From an optimization exercise on the open Yosys and OpenROAD flow, aimed at small area and a short achievable clock period; shortcuts taken in it are not production practice. In this exercise RTL edits were held to simulation tests only and were not proved equivalent to the original. Power figures rest on the tool's default switching activity, not on a simulated workload.

### flow/config.mk
export PLATFORM = sky130hd
export DESIGN_NAME = CPU
export DESIGN_NICKNAME = CPU
export VERILOG_FILES = /design/flow/design.v
export SDC_FILE = /design/flow/constraint.sdc
export NUM_CORES = 4
export LEC_CHECK = 0
export CAP_MARGIN = 20
export CORE_MARGIN = 2
export CORE_UTILIZATION = 60
export CTS_BUF_LIST = sky130_fd_sc_hd__clkbuf_16
export CTS_CLUSTER_DIAMETER = 80
export CTS_CLUSTER_SIZE = 24
export SETUP_SLACK_MARGIN = 1.9
export SLEW_MARGIN = 20
export TNS_END_PERCENT = 100
### flow/constraint.sdc
create_clock -name core_clock -period 3.5 [get_ports {clk}]
set_input_delay 0.7000 -clock core_clock [delete_from_list [all_inputs] [get_ports {clk}]]
set_output_delay 0.7000 -clock core_clock [all_outputs]
set_load 0.01 [all_outputs]
### flow/design.v
module ALU_PG (
    input  [15:0] data1,
    input  [15:0] data2,
    input         sub,
    output [15:0] t,
    output [15:0] g,
    output        sum0
);
    wire [15:0] b = data2 ^ {16{sub}};
    wire [15:0] gen = data1 & b;
    assign t    = data1 | b;
    assign g    = {gen[15:1], sub ? t[0] : gen[0]};
    assign sum0 = data1[0] ^ data2[0];
endmodule
module ALU (
    input  [15:0] t,
    input  [15:0] g,
    input         sum0,
    output [15:0] sum,
    output [15:0] and_result,
    output [15:0] or_result
);
    wire [15:0] g1, p1, g2, p2, g3, p3, c;
    genvar i;
    generate
        for (i = 0; i < 16; i = i + 1) begin : l1
            if (i >= 1) begin
                assign g1[i] = g[i] | (t[i] & g[i-1]);
                assign p1[i] = t[i] & t[i-1];
            end else begin
                assign g1[i] = g[i];
                assign p1[i] = t[i];
            end
        end
        for (i = 0; i < 16; i = i + 1) begin : l2
            if (i >= 2) begin
                assign g2[i] = g1[i] | (p1[i] & g1[i-2]);
                assign p2[i] = p1[i] & p1[i-2];
            end else begin
                assign g2[i] = g1[i];
                assign p2[i] = p1[i];
            end
        end
        for (i = 0; i < 16; i = i + 1) begin : l3
            if (i >= 4) begin
                assign g3[i] = g2[i] | (p2[i] & g2[i-4]);
                assign p3[i] = p2[i] & p2[i-4];
            end else begin
                assign g3[i] = g2[i];
                assign p3[i] = p2[i];
            end
        end
        for (i = 0; i < 16; i = i + 1) begin : l4
            if (i >= 8)
                assign c[i] = g3[i] | (p3[i] & g3[i-8]);
            else
                assign c[i] = g3[i];
        end
    endgenerate
    wire [15:0] p = t & ~g;
    assign sum = {p[15:1] ^ c[14:0], sum0};
    assign and_result = g;
    assign or_result  = t;
endmodule
module Control_Unit (
    input  [3:0] opcode,
    output       mem_read,
    output       mem_write,
    output       reg_write,
    output [1:0] alu_op
);
    assign mem_read  = (opcode == 4'd5);
    assign mem_write = (opcode == 4'd6);
    assign reg_write = (opcode >= 4'd1) && (opcode <= 4'd5);
    assign alu_op    = (opcode == 4'd2) ? 2'd1 :
                       (opcode == 4'd3) ? 2'd2 :
                       (opcode == 4'd4) ? 2'd3 : 2'd0;
endmodule
module Register_File (
    input         clk,
    input         clear,
    input  [3:0]  next_reg1,     
    input  [3:0]  next_reg2,
    input  [15:0] read_sel1,     
    input  [15:0] read_sel2,
    input  [15:0] write_en,      
    input  [15:0] write_data,
    output reg [15:0] next_sel1,
    output reg [15:0] next_sel2,
    output reg [15:0] reg_data1,
    output reg [15:0] reg_data2
);
    reg [15:0] registers [0:15];
    integer i;
    always @(posedge clk) begin
        for (i = 0; i < 16; i = i + 1)
            if (write_en[i] || clear)
                registers[i] <= write_data & {16{~clear}};
    end
    always @(*) begin
        for (i = 0; i < 16; i = i + 1) begin
            next_sel1[i] = next_reg1 == i;
            next_sel2[i] = next_reg2 == i;
        end
    end
    always @(*) begin
        reg_data1 = 16'b0;
        reg_data2 = 16'b0;
        for (i = 0; i < 16; i = i + 1) begin
            reg_data1 = reg_data1 | (registers[i] & {16{read_sel1[i]}});
            reg_data2 = reg_data2 | (registers[i] & {16{read_sel2[i]}});
        end
    end
endmodule
module Hazard_Detection_Unit (
    input        clk,
    input        reset,
    input        id_mem_read,
    input  [3:0] id_rd,
    input  [15:0] instr,
    output reg   stall
);
    always @(posedge clk or posedge reset) begin
        if (reset)
            stall <= 1'b0;
        else if (id_mem_read && (id_rd == instr[11:8] || id_rd == instr[7:4]))
            stall <= 1'b1;
    end
endmodule
module CPU (
    input clk,
    input reset,
    output [15:0] pc,
    input [15:0] instr,
    output [15:0] alu_out,
    output mem_read,
    output mem_write,
    input [15:0] mem_data
);
    wire stall;
    reg  [1:0] after_reset;
    wire       rf_clear = after_reset != 2'd3;
    wire       started  = after_reset != 2'd0;
    reg        ex_sel_sum, ex_sel_and, ex_sel_or, wb_hold;
    reg [15:0] pc_reg;
    reg        id_mem_read, id_mem_write, id_reg_write;
    reg [1:0]  id_alu_op;
    reg        id_sub;
    reg [3:0]  id_ra;
    reg [15:0] id_sel1, id_sel2;   
    reg [15:0] ex_t, ex_g;
    reg        ex_sum0;
    reg        ex_mem_read, ex_reg_write;
    reg [3:0]  ex_rd;
    reg [15:0] wb_result;
    reg        wb_mem_read;
    reg [15:0] wb_we;        
    wire       dec_mem_read, dec_mem_write, dec_reg_write;
    wire [1:0] dec_alu_op;
    wire [15:0] next_sel1, next_sel2;
    wire [15:0] rf_data1, rf_data2, id_t, id_g, alu_sum, alu_and, alu_or;
    wire        id_sum0;
    reg  [15:0] ex_we;
    Control_Unit cu (
        .opcode(instr[15:12]),
        .mem_read(dec_mem_read),
        .mem_write(dec_mem_write),
        .reg_write(dec_reg_write),
        .alu_op(dec_alu_op)
    );
    Hazard_Detection_Unit hdu (
        .clk(clk),
        .reset(reset),
        .id_mem_read(id_mem_read),
        .id_rd(id_ra),
        .instr(instr),
        .stall(stall)
    );
    always @(posedge clk or posedge reset) begin
        if (reset) begin
            after_reset  <= 2'd0;
            pc_reg       <= 16'b0;
            id_mem_read  <= 1'b0;
            id_mem_write <= 1'b0;
        end else begin
            if (rf_clear)
                after_reset <= after_reset + 2'd1;
            pc_reg <= pc_reg + {15'b0, ~stall};
            if (!stall) begin
                id_mem_read  <= dec_mem_read;
                id_mem_write <= dec_mem_write;
            end
        end
    end
    always @(posedge clk) begin
        id_reg_write <= dec_reg_write;
        id_alu_op    <= dec_alu_op;
        id_sub       <= dec_alu_op == 2'd1;
        id_ra        <= instr[11:8];
        id_sel1      <= next_sel1;
        id_sel2      <= next_sel2;
    end
    Register_File rf (
        .clk(clk),
        .clear(rf_clear),
        .next_reg1(instr[11:8]),
        .next_reg2(instr[7:4]),
        .read_sel1(id_sel1),
        .read_sel2(id_sel2),
        .write_en(wb_we),
        .write_data(wb_mem_read ? mem_data : wb_result),
        .next_sel1(next_sel1),
        .next_sel2(next_sel2),
        .reg_data1(rf_data1),
        .reg_data2(rf_data2)
    );
    ALU_PG alu_pg (
        .data1(rf_data1),
        .data2(rf_data2),
        .sub(id_sub),
        .t(id_t),
        .g(id_g),
        .sum0(id_sum0)
    );
    always @(posedge clk) begin
        ex_t         <= id_t;
        ex_g         <= id_g;
        ex_sum0      <= id_sum0;
        ex_mem_read  <= id_mem_read;
        ex_reg_write <= id_reg_write;
        ex_rd        <= id_ra;
    end
    ALU alu (
        .t(ex_t),
        .g(ex_g),
        .sum0(ex_sum0),
        .sum(alu_sum),
        .and_result(alu_and),
        .or_result(alu_or)
    );
    integer i;
    always @(*)
        for (i = 0; i < 16; i = i + 1)
            ex_we[i] = ex_reg_write && ex_rd == i;
    always @(posedge clk or posedge reset) begin
        if (reset) begin
            ex_sel_sum   <= 1'b0;
            ex_sel_and   <= 1'b0;
            ex_sel_or    <= 1'b0;
            wb_hold      <= 1'b0;
            wb_result    <= 16'b0;
        end else begin
            ex_sel_sum   <= started & ~stall & ~id_alu_op[1];
            ex_sel_and   <= started & ~stall & (id_alu_op == 2'd2);
            ex_sel_or    <= started & ~stall & (id_alu_op == 2'd3);
            wb_hold      <= started & stall;
            wb_result    <= (alu_sum & {16{ex_sel_sum}}) | (alu_and & {16{ex_sel_and}})
                          | (alu_or & {16{ex_sel_or}}) | (wb_result & {16{wb_hold}});
        end
    end
    always @(posedge clk) begin
        wb_mem_read <= ex_mem_read;
        wb_we       <= ex_we;
    end
    assign pc       = pc_reg;
    assign alu_out  = wb_result;
    assign mem_read = id_mem_read;
    assign mem_write = id_mem_write;
endmodule
### flow/flow/run.sh
#!/bin/bash
set -euo pipefail
bash standard.sh synth > synth.log 2>&1
bash standard.sh MATCH_CELL_FOOTPRINT=0 \
  "BUFFER_PORTS_ARGS=-buffer_cell sky130_fd_sc_hd__buf_2" \
  "CTS_ARGS=-sink_clustering_enable -repair_clock_nets -buf_list sky130_fd_sc_hd__clkbuf_16 -sink_clustering_size 24 -sink_clustering_max_diameter 80 -dont_use_dummy_load" \
  finish > layout.log 2>&1
### flow/standard.sh
#!/bin/bash
# synth_recipe.tcl (not shown) runs the flow's synth.tcl, then flattens the netlist and writes it again
# the make line also repeats each setting of config.mk as NAME=value (left out here)
make -C /OpenROAD-flow-scripts/flow DESIGN_CONFIG=/design/flow/config.mk WORK_HOME=/design/flow/orfs CLKGATE_MAP_FILE= SYNTH_SCRIPT=/design/flow/synth_recipe.tcl "${@:-finish}"
==> summary.md, run 1 <==
| Metric | Value |
|---|---|
| Worst-Skew Late Latency | `0.54 ns` |
| FP Rows | `59` |
| Final Cycle Share | `51.2%` |
| Placer Congestion | `0.889` |
| Vias | `12000` |
| Power per cell area | `441 mW/mm²` |
| Longest Clk Path Bufs | `3` |
| Clock H-tree levels | `1` |
| Routed Antenna Nets | `0` |
| Largest net degree at the start of global routing | `42` |
| Largest cells by area after synthesis | `edfxtp_1 49%, dfxtp_1 12%, dfrtp_1 6.5%, a221oi_1 5.3%, a22o_1 5.3%` |
| CP peak stage delay | `0.39 ns` |
| Ports | `68` |
| Top Metal Used | `met4` |
| Die height | `167 µm` |
| Crit path buf inv count | `1` |
| Biggest register | `rf.registers` |
| Worst Clk Skew | `0.0655 ns` |
| Max reg flops | `256` |
| Final Slew Violations | `0` |
| Top delay family on crit path | `simple AND/OR/NAND/NOR gates` |
| Wire length on met2 | `22.7 mm` |
| Post-CTS Hold Fix Bufs | `0` |
| Post-Syn Nets | `1224` |
| CP endpoint kind | `flip-flop` |
| Vias in the first global route | `11600` |
| Register area | `0.0107 mm²` |
| GRT Util Overall | `35.7%` |
| Clk sinks | `393` |
| Leading area contributor after synthesis | `edfxtp_1` |
| Post-detail-place hpwl | `27.2 mm` |
| Share of cells above drive strength 1 | `29.3%` |
| First-pass GRT wire length | `73.2 mm` |
| Area grow syn2layout | `21.1%` |
| Status | `timing/DRC/antenna clean` |
| Clock tree root driver cell | `clkbuf_16` |
| Unrepaired setup endpoints after global routing | `yes` |
| Final WS setup | `1.71 ns` |
| P_leak | `7.34 nW` |
| Relative slew slack | `27.8%` |
| Met3 wire length | `6.78 mm` |
| Avg Cell Area, Syn | `13.4 µm²` |
| Setup violations, final | `0` |
| CORE AREA | `0.0260 mm²` |
| Max IR drop VDD | `636 µV` |
| Slew @ Worst Pin | `1.08 ns` |
| Worst Hold Class | `flip-flop to flip-flop` |
| Primary FF master, synth | `edfxtp_1` |
| Clock-pin slew on the worst setup and hold paths | `0.10 ns` |
| Routed met1 length | `18.6 mm` |
| Max Freq | `0.558 GHz` |
| Number of synthesized flops with an enable pin | `256` |
| Crit-path cells | `buf_12, a22o_1, a221oi_2, nand4_1, xnor2_2, nor2_1` |
| CTS tree | `yes` |
| Detailed router's first-iteration violation count | `2034` |
| Aggregate negative setup slack | `0 ns` |
| Grt ovf | `0` |
| Yosys cell types | `58` |
| Gate Count Post-Synth | `1186` |
| # fillers | `1664` |
| CTS Buf Count | `20` |
| Die W | `167 µm` |
| Post-synthesis sequential area ratio | `67.1%` |
| Synth warnings | `4` |
| Seq cells post-synth | `393` |
| Post-synth top area share | `48.5%` |
| Worst path slowest cell | `nand4_1` |
| Avg WL per Cell | `30.2 µm` |
| MaxCap Viol Count | `0` |
| Post-route DRC | `0` |
| 1st-pass router iterations | `6` |
| Vias per inst | `7.15` |
| Min cycle time layout | `1.79 ns` |
| Area of the multi-input gates | `0.00549 mm²` |
| Initial Util | `61.0%` |
| FFs w/ async S/R, synth | `10.4%` |
| WP data required | `3.95 ns` |
| Fin nets | `1376` |
| Die area | `0.0277 mm²` |
| CP max FO | `3` |
| Critical path type | `flip-flop to flip-flop` |
| Final Hold Fails | `0` |
| Wirelength, routed | `50.5 mm` |
| Pre-CTS setup slack | `1.22 ns` |
| Worst setup SP type | `flip-flop` |
| Overall power | `0.00847 W` |
| Fin util | `73.9%` |
| Initial antenna violation count | `0` |
| Area of the mapped netlist | `0.0158 mm²` |
| IO Port Bufs | `63` |
| Crit path DAT | `2.24 ns` |
-- cell families after synthesis --
family / synth area share [%]
XOR/XNOR: 2.32
AND/OR/NAND/NOR: 9.10
flip-flops: 67.1
buffers and inverters: 2.60
AO/OA/AOI/OAI: 17.3
multiplexers: 1.27
adder cells (fa/ha/maj): 0.316
-- per-stage QoR --
| step | instances | hold WS [ns] | area, µm² |
|---|---|---|---|
| after floorplan | 1186 | 0.310 | 15900 |
| after global placement | 1520 | 0.313 | 16500 |
| after detailed placement | 1520 | 0.320 | 16500 |
| after CTS | 1651 | 0.356 | 18800 |
| after global routing | 1671 | 0.354 | 19200 |
| final | 1672 | 0.349 | 19200 |
-- worst paths after layout --
check / endpoint / cells past startpoint / from / slack (ns)
max reg2reg: ex_g[15] / 6 / id_sel2[14] / 1.71
max in group asynchronous: hdu.stall / 2 / reset / 2.57
min reg2reg: wb_mem_read / 0 / ex_mem_read / 0.35
max: ex_g[15] / 6 / id_sel2[14] / 1.71
min: wb_mem_read / 0 / ex_mem_read / 0.35
min in group asynchronous: wb_result[2] / 2 / reset / 0.38
-- metal layers --
metal	vias up	track usage, %
li1	4972	-
met1	5794	47.9
met2	995	55.9
met3	198	9.67
met4	0	14.2
met5	-	0
-- Yosys cell counts, types with 3 or more instances --
library cell / instances
a211oi_1: 3
a21oi_1: 8
a221oi_1: 95
a222oi_1: 7
a22o_1: 95
a22oi_1: 78
and3_1: 4
and4_1: 3
buf_2: 5
clkbuf_1: 84
dfrtp_1: 41
dfxtp_1: 96
edfxtp_1: 256
ha_1: 4
inv_1: 18
mux2i_1: 19
nand2_1: 38
nand2b_1: 31
nand3_1: 55
nand3b_1: 3
nand4_1: 17
nor2_1: 75
nor2b_1: 17
nor3_1: 24
nor4_1: 5
o2111ai_1: 4
o211ai_1: 4
o21a_1: 3
o21ai_0: 15
o221ai_1: 4
xnor2_1: 29
xor2_1: 13
-- worst reg2reg max path: cells and delay by family (launching register included) --
kind,cells,cell delay [ns]
buffers and inverters,1,0.14
XOR/XNOR,1,0.26
AND/OR/NAND/NOR,2,0.53
flip-flops,1,0.38
AO/OA/AOI/OAI,2,0.41
-- layout make-up --
| cell class | instances | area share [%] |
|---|---|---|
| inverter | 19 | 0.424 |
| antenna | 1 | 0.0130 |
| sequential | 393 | 56.0 |
| multi-input combinational | 685 | 28.6 |
| clock buffer | 20 | 2.61 |
| timing repair buffer | 219 | 10.2 |
| tap | 335 | 2.18 |
-- power breakdown --
part	internal [W]	total (W)	switching [W]
logic	0.000361	0.000834	0.000472
registers	0.00506	0.00524	0.000174
clock network	0.00103	0.00240	0.00137
-- cells in the final DEF, fill, tap and decap left out, drive strengths merged, types with 5 or more instances in the layout --
cell    count
clkbuf     20
mux2i      19
nand3      55
nor2b      17
nand4      17
xnor2      29
nor4        5
edfxtp    256
nand2      38
o21ai      17
a22o       95
dfrtp      41
a22oi      78
nand2b     32
a21oi      10
nor2       75
buf       219
xor2       13
a221oi     95
a222oi      7
dfxtp      96
nor3       24
inv        17
-- repair_timing --
item,CTS,global route
buffers inserted,111,20
resized for setup,162,41
endpoints found under the setup margin,593,316
pin swaps,68,45
==> inputs of run 2 (changes only) <==
--- a/flow/config.mk
+++ b/flow/config.mk
@@ -12,5 +12,5 @@
 export CTS_CLUSTER_DIAMETER = 80
 export CTS_CLUSTER_SIZE = 24
-export SETUP_SLACK_MARGIN = 1.9
+export SETUP_SLACK_MARGIN = 1.65
 export SLEW_MARGIN = 20
 export TNS_END_PERCENT = 100
==> summary.md, run 2 <==
| Metric | Value |
|---|---|
| Status | `timing/DRC/antenna clean` |
| Avg WL per Cell | `31.8 µm` |
| Final Cycle Share | `53.3%` |
| Clock tree root driver cell | `clkbuf_16` |
| Worst-Skew Late Latency | `0.55 ns` |
| Area grow syn2layout | `8.71%` |
| Post-route DRC | `0` |
| Reg2Reg Depth | `4` |
| R2R Path Start | `id_sel1[8]` |
| Commonest non-fill, non-tap cells in the layout | `256 x edfxtp_1, 95 x a22o_1, 94 x a221oi_1, 78 x a22oi_1, 73 x nor2_1` |
| CORE AREA | `0.0260 mm²` |
| Final Hold Fails | `0` |
| FFs w/ async S/R, synth | `10.4%` |
| Clk sinks | `393` |
| Initial antenna violation count | `0` |
| Relative slew slack | `26.1%` |
| Synth top cells by count | `256 x edfxtp_1, 96 x dfxtp_1, 95 x a221oi_1, 95 x a22o_1, 84 x clkbuf_1` |
| Ant diodes | `0` |
| Setup violations, final | `0` |
| Primary FF master, synth | `edfxtp_1` |
| Die height | `167 µm` |
| Max reg flops | `256` |
| CP endpoint kind | `flip-flop` |
| Max IR drop VDD | `586 µV` |
| Final Slew Violations | `0` |
| Crit path DAT | `2.27 ns` |
| Worst R2R Setup Slack | `1.64 ns` |
| Avg Cell Area, Syn | `13.4 µm²` |
| Largest cells by area after synthesis | `edfxtp_1 49%, dfxtp_1 12%, dfrtp_1 6.5%, a221oi_1 5.3%, a22o_1 5.3%` |
| Leading area contributor after synthesis | `edfxtp_1` |
| 1st-pass router iterations | `5` |
| Number of synthesized flops with an enable pin | `256` |
| Most frequent cell after synthesis | `edfxtp_1` |
| Routed Antenna Nets | `0` |
| CP max FO | `16` |
| Min cycle time layout | `1.86 ns` |
| WP data required | `3.90 ns` |
| Largest net degree at the start of global routing | `25` |
| Initial Util | `61.0%` |
| Vias | `11400` |
| Worst setup SP type | `flip-flop` |
| IO Port Bufs | `63` |
| Final WS setup | `1.64 ns` |
| Ports | `68` |
| Clock-pin slew on the worst setup and hold paths | `0.10 ns` |
| Vias per inst | `7.30` |
| FP Rows | `59` |
| P_leak | `6.29 nW` |
| Max Freq | `0.536 GHz` |
| Gate Count Post-Synth | `1186` |
| GRT Util Overall | `35.2%` |
| Final Instance Area | `0.0172 mm²` |
| Area of the mapped netlist | `0.0158 mm²` |
| MaxCap Viol Count | `0` |
| Post-synth top area share | `48.5%` |
| CTS Buf Count | `20` |
| Aggregate negative setup slack | `0 ns` |
| Fin nets | `1264` |
| CTS tree | `yes` |
| Synth warnings | `4` |
| Critical path type | `flip-flop to flip-flop` |
| Biggest register | `rf.registers` |
| Post-synthesis sequential area ratio | `67.1%` |
| Met3 wire length | `6.38 mm` |
| Post-Syn Nets | `1224` |
| Top Metal Used | `met4` |
| Power per cell area | `481 mW/mm²` |
| Die W | `167 µm` |
| Routed met1 length | `18.2 mm` |
| Placer Congestion | `0.919` |
| Longest Clk Path Bufs | `3` |
| Yosys cell types | `58` |
| # fillers | `1939` |
| Share of cells above drive strength 1 | `15.4%` |
| Wirelength, routed | `49.6 mm` |
| Worst Hold Class | `input port to async pin` |
| Detailed router's first-iteration violation count | `1915` |
| First-pass GRT wire length | `71.0 mm` |
| Clock H-tree levels | `1` |
| Slew @ Worst Pin | `1.11 ns` |
| RR Endpoint | `ex_sum0` |
| Unrepaired setup endpoints after global routing | `yes` |
| Overall power | `0.00828 W` |
| Post-detail-place hpwl | `28.6 mm` |
| Placed cell areas | `0.0165 mm²` |
| Die area | `0.0277 mm²` |
| Post-CTS Hold Fix Bufs | `0` |
| Grt ovf | `0` |
| Wire length on met2 | `22.3 mm` |
| Seq cells post-synth | `393` |
| Pre-CTS setup slack | `1.09 ns` |
| Commonest non-fill, non-tap cell in the layout | `edfxtp_1` |
| Vias in the first global route | `10900` |
| Worst Clk Skew | `0.0415 ns` |
==> run 2: cell types whose count changed in the layout (fill, tap and decap cells not counted), moves of 7 or more <==
cell      delta
a221oi_2    -47
dfxtp_1      +8
nor2b_2      +9
nor2b_1      +7
dfxtp_4     -14
buf_12      -32
nor2b_4     -16
nor2_1       +7
a221oi_1    +47
buf_4       -67
buf_6        -9
==> run 2: cells by family (layout without fill, tap and decap cells) <==
kind of cell	count (synthesis)	count (layout)	share of synthesized area [%]
AOI/OAI and AO/OA	333	333	17.3
xor gates and xnor gates	42	42	2.32
adders and majority gates	4	4	0.316
buffers and inverters	108	146	2.60
DFF	393	393	67.1
muxes	20	20	1.27
and+or+nand+nor	286	286	9.10
==> run 2: critical path: stages (launching register included) <==
cell	delay, ns
dfxtp_1	1.06
a22oi_1	0.24
nand3_1	0.15
nor2_1	0.10
xor2_1	0.16
==> run 2: cell type report <==
class	count	area (µm²)	share of cell area (%)
clock buffer	20	500	2.91
multi-input combinational	685	4870	28.3
timing repair buffer	107	657	3.81
tap	335	419	2.43
sequential	393	10700	62.1
inverter	19	75.1	0.436
==> run 2: worst max-delay path by stage <==
stage / start / endpoint / slack, ns
3_3_place_gp: after_reset[0] / rf.registers[0][11] / 1.25
3_5_place_dp: after_reset[0] / rf.registers[11][11] / 1.09
5_1_grt: wb_result[5] / alu_out[5] / 1.64
6_report: id_sel1[8] / ex_sum0 / 1.64
4_1_cts: id_sel2[11] / ex_g[1] / 1.65
2_1_floorplan: wb_mem_read / rf.registers[0][10] / 1.75
==> run 2: power by group <==
group	internal [W]	switching, W
Sequential	0.00507	0.000203
Combinational	0.000240	0.000377
Clock	0.00102	0.00137
Total	0.00633	0.00195
==> run 2: per-layer routing <==
metal | vias to the layer above | track usage [%]
met5 | - | 0.870
li1 | 4740 | -
met2 | 893 | 53.7
met4 | 0 | 17.5
met3 | 193 | 8.58
met1 | 5551 | 47.6
==> run 2: per-stage QoR <==
stage	hold WS [ns]	std cells	util (%)
floorplan	0.310	1186	-
global route	0.219	1559	66.3
global placement	0.310	1531	63.5
finish	0.172	1559	66.3
CTS	0.188	1554	65.8
detailed placement	0.312	1531	63.5
==> run 2: timing repair <==
item | CTS | global route
endpoints found under the setup margin | 529 | 44
pin swaps | 1 | 4
setup buffers | 3 | 5
resized for setup | 38 | 28
hold endpoints to repair | 0 | 0
==> inputs of run 3 (changes only) <==
--- a/flow/config.mk
+++ b/flow/config.mk
@@ -12,5 +12,5 @@
 export CTS_CLUSTER_DIAMETER = 80
 export CTS_CLUSTER_SIZE = 24
-export SETUP_SLACK_MARGIN = 1.65
+export SETUP_SLACK_MARGIN = 1.7
 export SLEW_MARGIN = 20
-export TNS_END_PERCENT = 100
+export TNS_END_PERCENT = 30
==> summary.md, run 3 <==
| Metric | Value |
|---|---|
| Final Cycle Share | `52.3%` |
| Initial antenna violation count | `0` |
| Detailed router's first-iteration violation count | `1873` |
| Seq cells post-synth | `393` |
| Clk network pwr share | `28.9%` |
| Synth top cells by count | `256 x edfxtp_1, 96 x dfxtp_1, 95 x a221oi_1, 95 x a22o_1, 84 x clkbuf_1` |
| WP data required | `2.80 ns` |
| Fin util | `66.8%` |
| Avg Cell Area, Syn | `13.4 µm²` |
| Critical path type | `flip-flop to output pin` |
| Clock H-tree levels | `1` |
| FP Rows | `59` |
| Longest Clk Path Bufs | `3` |
| Comb power frac | `7.7%` |
| Area of the multi-input gates | `0.00496 mm²` |
| GRT Util Overall | `35.2%` |
| Yosys cell types | `58` |
| Post-detail-place hpwl | `28.6 mm` |
| Net Sw Frac | `23.6%` |
| Worst Clk Skew | `0.0475 ns` |
| Worst setup SP type | `flip-flop` |
| Post-synthesis sequential area ratio | `67.1%` |
| Overall power | `0.00831 W` |
| CP peak stage delay | `0.43 ns` |
| Relative slew slack | `49.4%` |
| CTS Buf Count | `20` |
| Die height | `167 µm` |
| Vias | `11400` |
| Max Freq | `0.546 GHz` |
| Synth warnings | `4` |
| CP endpoint kind | `output pin` |
| Worst Hold Class | `input port to async pin` |
| Placer Congestion | `0.919` |
| Register area | `0.0107 mm²` |
| Commonest non-fill, non-tap cells in the layout | `256 x edfxtp_1, 95 x a22o_1, 91 x a221oi_1, 78 x a22oi_1, 72 x nor2_1` |
| P_int | `0.00634 W` |
| Top delay family on crit path | `flip-flops` |
| Ant diodes | `0` |
| Final Slew Violations | `0` |
| Max reg flops | `256` |
| Initial Util | `61.0%` |
| First-pass GRT wire length | `71.1 mm` |
| Unrepaired setup endpoints after global routing | `yes` |
| Fin nets | `1267` |
| Grt ovf | `0` |
| Primary FF master, synth | `edfxtp_1` |
| CP max FO | `3` |
| Most frequent cell after synthesis | `edfxtp_1` |
| Crit-path cells | `buf_2` |
| MaxCap Viol Count | `0` |
| Power per cell area | `478 mW/mm²` |
| FFs w/ async S/R, synth | `10.4%` |
| Crit path DAT | `1.13 ns` |
| Status | `timing/DRC/antenna clean` |
| Area grow syn2layout | `9.60%` |
| IO Port Bufs | `63` |
| Leading area contributor after synthesis | `edfxtp_1` |
| Commonest non-fill, non-tap cell in the layout | `edfxtp_1` |
| Worst-Skew Late Latency | `0.55 ns` |
| Crit path buf inv count | `1` |
| Largest net degree at the start of global routing | `25` |
| Aggregate negative setup slack | `0 ns` |
| # fillers | `1923` |
| Max IR drop VDD | `590 µV` |
| Sequential share of power | `63.4%` |
| Vias per inst | `7.32` |
| Min cycle time layout | `1.83 ns` |
| Largest cells by area after synthesis | `edfxtp_1 49%, dfxtp_1 12%, dfrtp_1 6.5%, a221oi_1 5.3%, a22o_1 5.3%` |
| Biggest register | `rf.registers` |
| Final Hold Fails | `0` |
| Clock-pin slew on the worst setup and hold paths | `0.09 ns` |
| Routed Antenna Nets | `0` |
| Vias in the first global route | `10900` |
| Area of the mapped netlist | `0.0158 mm²` |
| Wirelength, routed | `49.7 mm` |
| Share of cells above drive strength 1 | `17.0%` |
| Worst path slowest cell | `dfrtp_1` |
| Post-synth top area share | `48.5%` |
| Post-CTS Hold Fix Bufs | `0` |
| Die area | `0.0277 mm²` |
| Setup violations, final | `0` |
| Psw | `0.00196 W` |
| Avg WL per Cell | `31.8 µm` |
| Gate Count Post-Synth | `1186` |
| Clk sinks | `393` |
| P_leak | `6.36 nW` |
| Die W | `167 µm` |
| CORE AREA | `0.0260 mm²` |
| Hold_ws | `0.173 ns` |
| Clock tree root driver cell | `clkbuf_16` |
| Slew @ Worst Pin | `0.759 ns` |
| 1st-pass router iterations | `10` |
| Post-route DRC | `0` |
| CTS tree | `yes` |
| Ports | `68` |
| Post-Syn Nets | `1224` |
| Number of synthesized flops with an enable pin | `256` |
-- run 3: cell counts after synthesis --
No cell type changed its count.
-- run 3: power groups by stage --
stage	Combinational [W]	Sequential, W	Clock, W
3_3_place_gp	0.000584	0.00536	0
3_5_place_dp	0.000592	0.00536	0
4_1_cts	0.000599	0.00526	0.00241
5_1_grt	0.000698	0.00527	0.00256
6_report	0.000638	0.00527	0.00240
2_1_floorplan	0.000454	0.00524	0
-- run 3: path summary, 6_finish.rpt --
| kind | startpoint | to | slack [ns] | cells after the start |
|---|---|---|---|---|
| max in group asynchronous | reset | wb_result[0] | 2.63 | 3 |
| worst max-delay path | wb_result[5] | alu_out[5] | 1.67 | 1 |
| worst min register to register | id_reg_write | ex_reg_write | 0.34 | 0 |
| min in group core_clock | id_reg_write | ex_reg_write | 0.34 | 0 |
| worst min-delay path | reset | pc_reg[7] | 0.17 | 2 |
| worst max register to register | after_reset[0] | rf.registers[13][12] | 1.70 | 4 |
-- run 3: layout make-up --
| type | count | share of cell area, % |
|---|---|---|
| clock buffers | 20 | 2.88 |
| inverters | 19 | 0.447 |
| repair buffers | 110 | 3.95 |
| multi-input cells | 685 | 28.6 |
| flip-flops and latches | 393 | 61.7 |
| well taps | 335 | 2.41 |
-- run 3: logic make-up (layout without fill, tap and decap cells) --
logic type      count (synthesis)  in the layout  synth area share (%)
fa+ha+maj                       4              4                 0.316
mux                            20             20                  1.27
buf+inv                       108            149                  2.60
flops                         393            393                  67.1
simple gates                  286            286                  9.10
compound gates                333            333                  17.3
xor+xnor                       42             42                  2.32
-- run 3: layer usage --
| layer | vias up | global-route usage (%) | wire (µm) |
|---|---|---|---|
| met5 | - | 0 | 0 |
| met4 | 0 | 18.2 | 2920 |
| met3 | 206 | 8.67 | 6680 |
| met2 | 948 | 53.3 | 22200 |
| met1 | 5533 | 47.7 | 17900 |
| li1 | 4744 | - | - |
-- run 3: repair_timing --
item / CTS / global route
endpoints found under the setup margin: 551 / 212
gates resized for setup: 35 / 60
buffers inserted: 0 / 11
pin swaps: 1 / 12
-- run 3: per-stage QoR --
stage	worst slack, ns	instance area (µm²)	instances
6_report	1.67	17400	1562
5_1_grt	1.64	17400	1562
4_1_cts	1.47	17100	1551
3_5_place_dp	1.09	16500	1531
3_3_place_gp	1.25	16500	1531
2_1_floorplan	1.75	15800	1186
==> inputs of run 4 (changes only) <==
--- a/flow/config.mk
+++ b/flow/config.mk
@@ -12,5 +12,4 @@
 export CTS_CLUSTER_DIAMETER = 80
 export CTS_CLUSTER_SIZE = 24
-export SETUP_SLACK_MARGIN = 1.7
+export SETUP_SLACK_MARGIN = 1.75
 export SLEW_MARGIN = 20
-export TNS_END_PERCENT = 30
==> summary.md, run 4 <==
| Metric | Value |
|---|---|
| Die height | `167 µm` |
| Initial antenna violation count | `1` |
| Status | `timing/DRC/antenna clean` |
| Detailed router's first-iteration violation count | `1798` |
| 1st-pass router iterations | `6` |
| Final Hold Fails | `0` |
| Max reg flops | `256` |
| Avg WL per Cell | `30.3 µm` |
| Final Cycle Share | `52.3%` |
| MaxCap Viol Count | `0` |
| Leading area contributor after synthesis | `edfxtp_1` |
| Initial Util | `61.0%` |
| GRT Util Overall | `34.0%` |
| IO Port Bufs | `63` |
| Vias per inst | `7.12` |
| Routed Antenna Nets | `0` |
| Clk sinks | `393` |
| Vias in the first global route | `10800` |
| Power per cell area | `463 mW/mm²` |
| Worst-Skew Late Latency | `0.55 ns` |
| CP max FO | `6` |
| Post-detail-place hpwl | `27.2 mm` |
| Commonest non-fill, non-tap cells in the layout | `256 x edfxtp_1, 95 x a22o_1, 79 x a221oi_1, 78 x a22oi_1, 66 x buf_4` |
| CP endpoint kind | `flip-flop` |
| Max IR drop VDD | `437 µV` |
| Grt ovf | `0` |
| CTS Buf Count | `20` |
| Wirelength, routed | `48.8 mm` |
| Hold_ws | `0.208 ns` |
| Slew @ Worst Pin | `1.03 ns` |
| Crit path DAT | `2.21 ns` |
| Ports | `68` |
| P_leak | `6.71 nW` |
| Psw | `0.00198 W` |
| FP Rows | `59` |
| First-pass GRT wire length | `69.3 mm` |
| Area of the mapped netlist | `0.0158 mm²` |
| Final Slew Violations | `0` |
| Post-CTS Hold Fix Bufs | `0` |
| Critical path type | `flip-flop to flip-flop` |
| Yosys cell types | `58` |
| Worst setup SP type | `flip-flop` |
| Sequential share of power | `62.9%` |
| Clock tree root driver cell | `clkbuf_16` |
| Biggest register | `rf.registers` |
| Number of synthesized flops with an enable pin | `256` |
| Die W | `167 µm` |
| WP data required | `3.88 ns` |
| Commonest non-fill, non-tap cell in the layout | `edfxtp_1` |
| Avg Cell Area, Syn | `13.4 µm²` |
| Setup violations, final | `0` |
| Placer Congestion | `0.861` |
| Area grow syn2layout | `13.9%` |
| Unrepaired setup endpoints after global routing | `yes` |
| Gate Count Post-Synth | `1186` |
| Seq cells post-synth | `393` |
| CORE AREA | `0.0260 mm²` |
| Fin nets | `1315` |
| Fin util | `69.5%` |
| Worst Clk Skew | `0.0843 ns` |
| Final Instance Area | `0.0180 mm²` |
| Ant diodes | `0` |
| Relative slew slack | `31.5%` |
| Post-Syn Nets | `1224` |
| Clock-pin slew on the worst setup and hold paths | `0.09 ns` |
| FFs w/ async S/R, synth | `10.4%` |
| Clk network pwr share | `28.8%` |
| Reg2Reg Depth | `6` |
| Die area | `0.0277 mm²` |
| CTS tree | `yes` |
| Primary FF master, synth | `edfxtp_1` |
| Comb power frac | `8.3%` |
| Largest net degree at the start of global routing | `25` |
| Placed cell areas | `0.0165 mm²` |
| Worst Hold Class | `input port to async pin` |
| Synth top cells by count | `256 x edfxtp_1, 96 x dfxtp_1, 95 x a221oi_1, 95 x a22o_1, 84 x clkbuf_1` |
| Max Freq | `0.547 GHz` |
| Longest Clk Path Bufs | `3` |
| Aggregate negative setup slack | `0 ns` |
| Post-synth top area share | `48.5%` |
| Largest cells by area after synthesis | `edfxtp_1 49%, dfxtp_1 12%, dfrtp_1 6.5%, a221oi_1 5.3%, a22o_1 5.3%` |
| Post-synthesis sequential area ratio | `67.1%` |
| Net Sw Frac | `23.7%` |
| Clock H-tree levels | `1` |
| Min cycle time layout | `1.83 ns` |
| Synth warnings | `4` |
| Vias | `11500` |
| Share of cells above drive strength 1 | `22.3%` |
| Post-route DRC | `0` |
| P_int | `0.00637 W` |
| Most frequent cell after synthesis | `edfxtp_1` |
[run 4: cell counts after synthesis]
Identical to the previous run, type by type.
[run 4: worst max-delay path, cell delays in order, from the launching register on]
cell      delay, ns
dfxtp_4        0.39
buf_6          0.15
a22o_1         0.22
a221oi_2       0.18
nand4_1        0.33
xnor2_1        0.30
nand2_1        0.08
[run 4: final timing paths]
check | slack (ns) | to | from
hold reg to reg | 0.35 | ex_reg_write | id_reg_write
setup reg to reg | 1.67 | ex_t[5] | id_sel2[0]
setup / recovery | 1.67 | ex_t[5] | id_sel2[0]
max in group asynchronous | 2.54 | wb_result[11] | reset
min in group core_clock | 0.35 | ex_reg_write | id_reg_write
hold / removal | 0.21 | id_mem_write | reset
[run 4: power groups by stage]
| stage | clock network (W) | registers (W) | logic [W] |
|---|---|---|---|
| after floorplan | 0 | 0.00524 | 0.000456 |
| after global placement | 0 | 0.00535 | 0.000571 |
| after detailed placement | 0 | 0.00535 | 0.000580 |
| after CTS | 0.00242 | 0.00524 | 0.000632 |
| after global routing | 0.00256 | 0.00526 | 0.000748 |
| final | 0.00241 | 0.00525 | 0.000691 |
[run 4: what timing repair did]
action,CTS,global route
buffers inserted,53,16
pin swaps,19,39
gates resized for setup,93,50
setup endpoints to repair,575,198
[run 4: through the flow]
| stage | worst slack (ns) | total power (W) | cells |
|---|---|---|---|
| after CTS | 1.69 | 0.00829 | 1594 |
| after global routing | 1.63 | 0.00857 | 1610 |
| after detailed placement | 1.33 | 0.00593 | 1521 |
| after floorplan | 1.84 | 0.00569 | 1186 |
| after global placement | 1.39 | 0.00592 | 1521 |
| final | 1.67 | 0.00835 | 1610 |
[run 4: logic make-up after synthesis]
kind of cell               synth area share (%)
DFF                                        67.1
buffers and inverters                      2.60
and+or+nand+nor                            9.10
muxes                                      1.27
adders and majority gates                 0.316
AOI/OAI and AO/OA                          17.3
xor gates and xnor gates                   2.32
[run 4: per-layer routing]
metal | GRT usage [%] | wire length [µm] | vias to the layer above
met5 | 2.26 | 82 | -
met4 | 15.4 | 2520 | 2
met3 | 9.36 | 5920 | 194
met2 | 53.2 | 22100 | 891
met1 | 44.5 | 18100 | 5531
li1 | - | - | 4838
[run 4: cell type report]
class | instances | area (µm²)
clock buffer | 20 | 500
fill | 1844 | 7940
inverter | 19 | 71.3
multi-input combinational | 685 | 5100
sequential | 393 | 10700
tap | 335 | 419
timing repair buffer | 158 | 1220
==> inputs of run 5 (changes only) <==
--- a/flow/config.mk
+++ b/flow/config.mk
@@ -8,8 +8,8 @@
 export CAP_MARGIN = 20
 export CORE_MARGIN = 2
-export CORE_UTILIZATION = 60
+export CORE_UTILIZATION = 65
 export CTS_BUF_LIST = sky130_fd_sc_hd__clkbuf_16
 export CTS_CLUSTER_DIAMETER = 80
 export CTS_CLUSTER_SIZE = 24
-export SETUP_SLACK_MARGIN = 1.75
+export SETUP_SLACK_MARGIN = 1.7
 export SLEW_MARGIN = 20
==> summary.md, run 5 <==
| Metric | Value |
|---|---|
| Die W | `160 µm` |
| Fin nets | `1296` |
| Vias in the first global route | `10700` |
| Psw | `0.00195 W` |
| Clock H-tree levels | `1` |
| Synth warnings | `4` |
| Post-synth top area share | `48.5%` |
| Longest Clk Path Bufs | `3` |
| Number of synthesized flops with an enable pin | `256` |
| RR Endpoint | `ex_t[2]` |
| Largest cells by area after synthesis | `edfxtp_1 49%, dfxtp_1 12%, dfrtp_1 6.5%, a221oi_1 5.3%, a22o_1 5.3%` |
| Worst setup SP type | `flip-flop` |
| Clk sinks | `393` |
| Area of the mapped netlist | `0.0158 mm²` |
| Vias per inst | `7.30` |
| R2R Path Start | `id_sel1[4]` |
| Min cycle time layout | `1.84 ns` |
| Fin util | `73.7%` |
| Busiest layer in global routing | `met2` |
| First-pass GRT wire length | `67.7 mm` |
| Relative slew slack | `28.0%` |
| Max reg flops | `256` |
| Commonest non-fill, non-tap cells in the layout | `256 x edfxtp_1, 95 x a22o_1, 89 x a221oi_1, 78 x a22oi_1, 69 x nor2_1` |
| Primary FF master, synth | `edfxtp_1` |
| FP Rows | `57` |
| Sequential share of power | `63.1%` |
| Crit path DAT | `2.26 ns` |
| Initial Util | `65.7%` |
| CP endpoint kind | `flip-flop` |
| IO Port Bufs | `63` |
| Worst Clk Skew | `0.0372 ns` |
| Synth top cells by count | `256 x edfxtp_1, 96 x dfxtp_1, 95 x a221oi_1, 95 x a22o_1, 84 x clkbuf_1` |
| CP peak stage delay | `0.57 ns` |
| Slew @ Worst Pin | `1.08 ns` |
| P_leak | `6.66 nW` |
| Initial antenna violation count | `0` |
| Worst R2R Setup Slack | `1.66 ns` |
| Wirelength, routed | `47.5 mm` |
| Die area | `0.0256 mm²` |
| Critical path type | `flip-flop to flip-flop` |
| Setup violations, final | `0` |
| Avg WL per Cell | `30.0 µm` |
| Largest net degree at the start of global routing | `42` |
| Commonest non-fill, non-tap cell in the layout | `edfxtp_1` |
| Status | `timing/DRC/antenna clean` |
| Final Cycle Share | `52.6%` |
| Power per cell area | `468 mW/mm²` |
| CORE AREA | `0.0241 mm²` |
| 1st-pass router iterations | `8` |
| Gate Count Post-Synth | `1186` |
| Placer Congestion | `0.890` |
| Aggregate negative setup slack | `0 ns` |
| Seq cells post-synth | `393` |
| Die height | `160 µm` |
| Post-detail-place hpwl | `26.4 mm` |
| CTS tree | `yes` |
| Biggest register | `rf.registers` |
| Worst-Skew Late Latency | `0.53 ns` |
| Clock tree root driver cell | `clkbuf_16` |
| Avg Cell Area, Syn | `13.4 µm²` |
| Final Slew Violations | `0` |
| Post-CTS Hold Fix Bufs | `0` |
| Comb power frac | `8.2%` |
| Crit-path cells | `a22o_1, a221oi_1, nand3_1, nor2_2, nand2_1` |
| Vias | `11500` |
| GRT Util Overall | `36.2%` |
| CP max FO | `16` |
| Routed Antenna Nets | `0` |
| Net Sw Frac | `23.4%` |
| Crit path buf inv count | `0` |
| Ports | `68` |
| Grt ovf | `0` |
| Final Hold Fails | `0` |
| Most frequent cell after synthesis | `edfxtp_1` |
| Max Freq | `0.544 GHz` |
| Clock-pin slew on the worst setup and hold paths | `0.09 ns` |
| Post-synthesis sequential area ratio | `67.1%` |
| P_int | `0.00636 W` |
| Detailed router's first-iteration violation count | `2069` |
| Reg2Reg Depth | `5` |
| Area grow syn2layout | `12.1%` |
| MaxCap Viol Count | `0` |
| Met1 usage | `48.9%` |
| Worst Hold Class | `input port to async pin` |
| Post-Syn Nets | `1224` |
| Top delay family on crit path | `compound AO/OA/AOI/OAI gates` |
| Yosys cell types | `58` |
| Worst path slowest cell | `dfxtp_2` |
| CTS Buf Count | `20` |
| Met3 Use GR | `9.22%` |
| WP data required | `3.92 ns` |
| Met2 Use GR | `55.8%` |
| FFs w/ async S/R, synth | `10.4%` |
| Ant diodes | `0` |
| Clk network pwr share | `28.8%` |
| Max IR drop VDD | `492 µV` |
| Leading area contributor after synthesis | `edfxtp_1` |
| Post-route DRC | `0` |
| Share of cells above drive strength 1 | `20.1%` |
| Unrepaired setup endpoints after global routing | `yes` |
-- run 5: cell counts after synthesis --
Identical to the previous run, type by type.
-- run 5: metal layers --
layer,vias up,share of wire (%)
li1,4808,-
met1,5515,36
met2,979,45
met3,227,14
met4,0,5.7
met5,-,0
-- run 5: stage by stage --
stage	std cells	hold WS [ns]	total power (W)	setup WS (ns)	area (µm²)
2_1_floorplan	1186	0.310	0.00569	1.75	15800
3_3_place_gp	1511	0.312	0.00591	1.17	16400
3_5_place_dp	1511	0.317	0.00592	1.09	16400
4_1_cts	1544	0.300	0.00823	1.70	17200
5_1_grt	1580	0.321	0.00853	1.67	17800
6_report	1580	0.278	0.00831	1.66	17800
-- run 5: worst max-delay path by stage --
stage	from	end	slack, ns	cells past startpoint
2_1_floorplan	wb_mem_read	rf.registers[0][10]	1.75	4
3_3_place_gp	wb_mem_read	rf.registers[15][5]	1.17	2
3_5_place_dp	wb_mem_read	rf.registers[1][9]	1.09	2
4_1_cts	pc_reg[1]	pc[1]	1.70	1
5_1_grt	id_sel1[1]	ex_t[5]	1.67	5
6_report	id_sel1[4]	ex_t[2]	1.66	5
-- run 5: power by group through the flow --
| stage | Clock (W) | Combinational [W] | Sequential (W) |
|---|---|---|---|
| 2_1_floorplan | 0 | 0.000454 | 0.00524 |
| 3_3_place_gp | 0 | 0.000566 | 0.00534 |
| 3_5_place_dp | 0 | 0.000579 | 0.00535 |
| 4_1_cts | 0.00239 | 0.000600 | 0.00524 |
| 5_1_grt | 0.00254 | 0.000735 | 0.00525 |
| 6_report | 0.00239 | 0.000679 | 0.00524 |
-- run 5: kinds of logic after synthesis --
group,Yosys count,synth area share [%]
fa+ha+maj,4,0.316
mux,20,1.27
simple gates,286,9.10
buf+inv,108,2.60
flops,393,67.1
xor+xnor,42,2.32
compound gates,333,17.3
-- run 5: cell type report --
| cell class | count | area (µm²) |
|---|---|---|
| clock buffers | 20 | 500 |
| repair buffers | 139 | 987 |
| well taps | 324 | 405 |
| fillers | 1612 | 6350 |
| inverters | 19 | 71.3 |
| multi-input cells | 685 | 5070 |
| flip-flops and latches | 393 | 10700 |
-- run 5: tightest hold or removal path, stage by stage --
cell and delay [ns]:
buf_2 0.10, clkinv_1 0.03, buf_4 0.44
-- run 5: timing repair --
action,in CTS,in global routing
buffers inserted,13,36
endpoints found under the setup margin,303,98
gates resized for setup,66,58
gates cloned,0,0
pin swaps,3,14
==> inputs of run 6 (changes only) <==
--- a/flow/config.mk
+++ b/flow/config.mk
@@ -8,5 +8,5 @@
 export CAP_MARGIN = 20
 export CORE_MARGIN = 2
-export CORE_UTILIZATION = 65
+export CORE_UTILIZATION = 60
 export CTS_BUF_LIST = sky130_fd_sc_hd__clkbuf_16
 export CTS_CLUSTER_DIAMETER = 80
@@ -14,2 +14,3 @@
 export SETUP_SLACK_MARGIN = 1.7
 export SLEW_MARGIN = 20
+export TNS_END_PERCENT = 100
==> summary.md, run 6 <==
| Metric | Value |
|---|---|
| Avg WL per Cell | `31.5 µm` |
| Synth top cells by count | `256 x edfxtp_1, 96 x dfxtp_1, 95 x a221oi_1, 95 x a22o_1, 84 x clkbuf_1` |
| Crit path buf inv count | `1` |
| Post-Place Cells | `1531` |
| Worst R2R Setup Slack | `1.72 ns` |
| Min cycle time layout | `1.81 ns` |
| Worst setup SP type | `flip-flop` |
| Die W | `167 µm` |
| CP endpoint kind | `output pin` |
| First-pass GRT wire length | `71.5 mm` |
| Max reg flops | `256` |
| Initial Util | `61.0%` |
| Most frequent cell after synthesis | `edfxtp_1` |
| Seq cells post-synth | `393` |
| # fillers | `1911` |
| Top delay family on crit path | `flip-flops` |
| Post-route DRC | `0` |
| Grt ovf | `0` |
| Area of the multi-input gates | `0.00496 mm²` |
| Clock H-tree levels | `1` |
| CTS tree | `yes` |
| Worst-Skew Late Latency | `0.55 ns` |
| Worst path slowest cell | `dfrtp_1` |
| Max Freq | `0.552 GHz` |
| Detailed router's first-iteration violation count | `1811` |
| Wirelength, routed | `49.9 mm` |
| Final Cycle Share | `51.8%` |
| Largest net degree at the start of global routing | `25` |
| Routed Antenna Nets | `0` |
| Leading area contributor after synthesis | `edfxtp_1` |
| Worst Clk Skew | `0.0445 ns` |
| Aggregate negative setup slack | `0 ns` |
| FFs w/ async S/R, synth | `10.4%` |
| Placer Congestion | `0.919` |
| Commonest non-fill, non-tap cell in the layout | `edfxtp_1` |
| Status | `timing/DRC/antenna clean` |
| Unrepaired setup endpoints after global routing | `yes` |
| CORE AREA | `0.0260 mm²` |
| Vias per inst | `7.26` |
| Register area | `0.0107 mm²` |
| Crit-path cells | `buf_2` |
| Cell Count, Final, Fillers Out | `1587` |
| Clk sinks | `393` |
| Gate Count Post-Synth | `1186` |
| Power per cell area | `472 mW/mm²` |
| Clock-pin slew on the worst setup and hold paths | `0.10 ns` |
| Vias | `11500` |
| Setup violations, final | `0` |
| Vias in the first global route | `11000` |
| Post-CTS Hold Fix Bufs | `0` |
| Crit path DAT | `1.11 ns` |
| Clock tree root driver cell | `clkbuf_16` |
| Area grow syn2layout | `10.9%` |
| CP peak stage delay | `0.41 ns` |
| Final Hold Fails | `0` |
| Max IR drop VDD | `594 µV` |
| Avg Cell Area, Syn | `13.4 µm²` |
| Worst Hold Class | `input port to async pin` |
| Post-synth top area share | `48.5%` |
| Commonest non-fill, non-tap cells in the layout | `256 x edfxtp_1, 95 x a22o_1, 91 x a221oi_1, 78 x a22oi_1, 72 x nor2_1` |
| Die height | `167 µm` |
| Die area | `0.0277 mm²` |
| Slew @ Worst Pin | `0.745 ns` |
| Fin nets | `1292` |
| WP data required | `2.80 ns` |
| Biggest register | `rf.registers` |
| Post-synthesis sequential area ratio | `67.1%` |
| P_leak | `6.50 nW` |
| Number of synthesized flops with an enable pin | `256` |
| Ant diodes | `0` |
| Primary FF master, synth | `edfxtp_1` |
| Final Slew Violations | `0` |
| Area of the mapped netlist | `0.0158 mm²` |
| Post-detail-place hpwl | `28.6 mm` |
| Yosys cell types | `58` |
| Longest Clk Path Bufs | `3` |
| FP Rows | `59` |
| Synth warnings | `4` |
| Initial antenna violation count | `0` |
| IO Port Bufs | `63` |
| GRT Util Overall | `35.4%` |
| Critical path type | `flip-flop to output pin` |
| CP max FO | `2` |
| Largest cells by area after synthesis | `edfxtp_1 49%, dfxtp_1 12%, dfrtp_1 6.5%, a221oi_1 5.3%, a22o_1 5.3%` |
| 1st-pass router iterations | `8` |
| Relative slew slack | `50.3%` |
| Ports | `68` |
| Post-Syn Nets | `1224` |
| CTS Buf Count | `20` |
| MaxCap Viol Count | `0` |
| Share of cells above drive strength 1 | `18.6%` |
## run 6: cell counts after synthesis
Identical to the previous run, type by type.
## run 6: routing by layer
layer	routed length, µm	global-route usage (%)
met2	22200	54.0
met1	18300	48.0
met5	0	0
met3	6470	8.67
met4	2960	18.0
## run 6: cells by family (layout without fill, tap and decap cells)
group / Yosys count / in the layout / synth area share (%)
adders and majority gates: 4 / 4 / 0.316
AOI/OAI and AO/OA: 333 / 333 / 17.3
muxes: 20 / 20 / 1.27
and+or+nand+nor: 286 / 286 / 9.10
DFF: 393 / 393 / 67.1
buffers and inverters: 108 / 174 / 2.60
xor gates and xnor gates: 42 / 42 / 2.32
## run 6: repair_timing
action / in CTS / in global routing
endpoints found under the hold margin: 0 / 0
endpoints found under the setup margin: 551 / 193
pin swaps: 3 / 12
gates resized for setup: 49 / 49
setup buffers: 18 / 18
## run 6: final cells by class
type	count	area share, %
multi-input cells	685	28.2
clock buffers	20	2.85
inverters	19	0.427
repair buffers	135	5.10
flip-flops and latches	393	61.0
well taps	335	2.38
## run 6: where the power goes
| part | switching [W] | total (W) | leakage [nW] | internal (W) |
|---|---|---|---|---|
| Combinational | 0.000384 | 0.000637 | 2.60 | 0.000253 |
| Clock | 0.00137 | 0.00240 | 0.246 | 0.00103 |
| Sequential | 0.000204 | 0.00527 | 3.66 | 0.00506 |
## run 6: stage by stage
stage / hold WS [ns] / instance area (µm²) / setup WS (ns) / power (W) / util (%)
global placement: 0.310 / 16500 / 1.25 / 0.00594 / 63.5
CTS: 0.188 / 17200 / 1.67 / 0.00827 / 66.4
global route: 0.218 / 17600 / 1.66 / 0.00853 / 67.6
detailed placement: 0.312 / 16500 / 1.09 / 0.00595 / 63.5
finish: 0.172 / 17600 / 1.69 / 0.00830 / 67.6
floorplan: 0.310 / 15800 / 1.75 / 0.00569 / -
## run 6: worst paths after layout
path                                end         start  cells past startpoint
hold / removal                pc_reg[7]         reset                      2
setup reg to reg                ex_g[2]    id_sel2[0]                      5
hold reg to reg            ex_reg_write  id_reg_write                      0
max in group asynchronous  wb_result[6]         reset                      3
setup / recovery             alu_out[5]  wb_result[5]                      1
min in group core_clock    ex_reg_write  id_reg_write                      0

## what the ideal ports hide
Ports are ideal in the flow. The routed layouts listed here were re-timed in OpenROAD. Step 1, drivers: a clkbuf_16 drives clk and a buf_2 each remaining input, both assumed. Step 2 times the ports against the registers' clock, not the clock port: input delays grow and output delays shrink by t, the midpoint of the rising clock arrivals with the driver on. Slacks: ideal ports / drivers / drivers and shift; pairs: ideal ports / drivers.
| run | t (ns) | setup WS [ns] | worst hold slack (ns) | latest minus earliest clock arrival (ns) |
|---|---|---|---|---|
| run 1 | 0.562 | 1.709 / 1.691 / 1.589 | 0.349 / 0.343 / 0.349 | 0.065 / 0.065 |
| run 2 | 0.581 | 1.636 / 1.615 / 1.636 | 0.172 / 0.139 / 0.341 | 0.043 / 0.043 |
| run 3 | 0.584 | 1.669 / 1.613 / 1.696 | 0.173 / 0.136 / 0.340 | 0.048 / 0.048 |
| run 4 | 0.563 | 1.670 / 1.670 / 1.388 | 0.208 / 0.182 / 0.347 | 0.087 / 0.088 |
| run 5 | 0.562 | 1.661 / 1.661 / 1.631 | 0.278 / 0.248 / 0.346 | 0.038 / 0.038 |
| run 6 | 0.583 | 1.688 / 1.632 / 1.725 | 0.172 / 0.135 / 0.340 | 0.046 / 0.046 |
After both steps setup and hold are still met in every run listed. For run 4, which loses most, drivers alone change the setup slack by 0.000 ns; drivers and shift together by -0.282 ns.
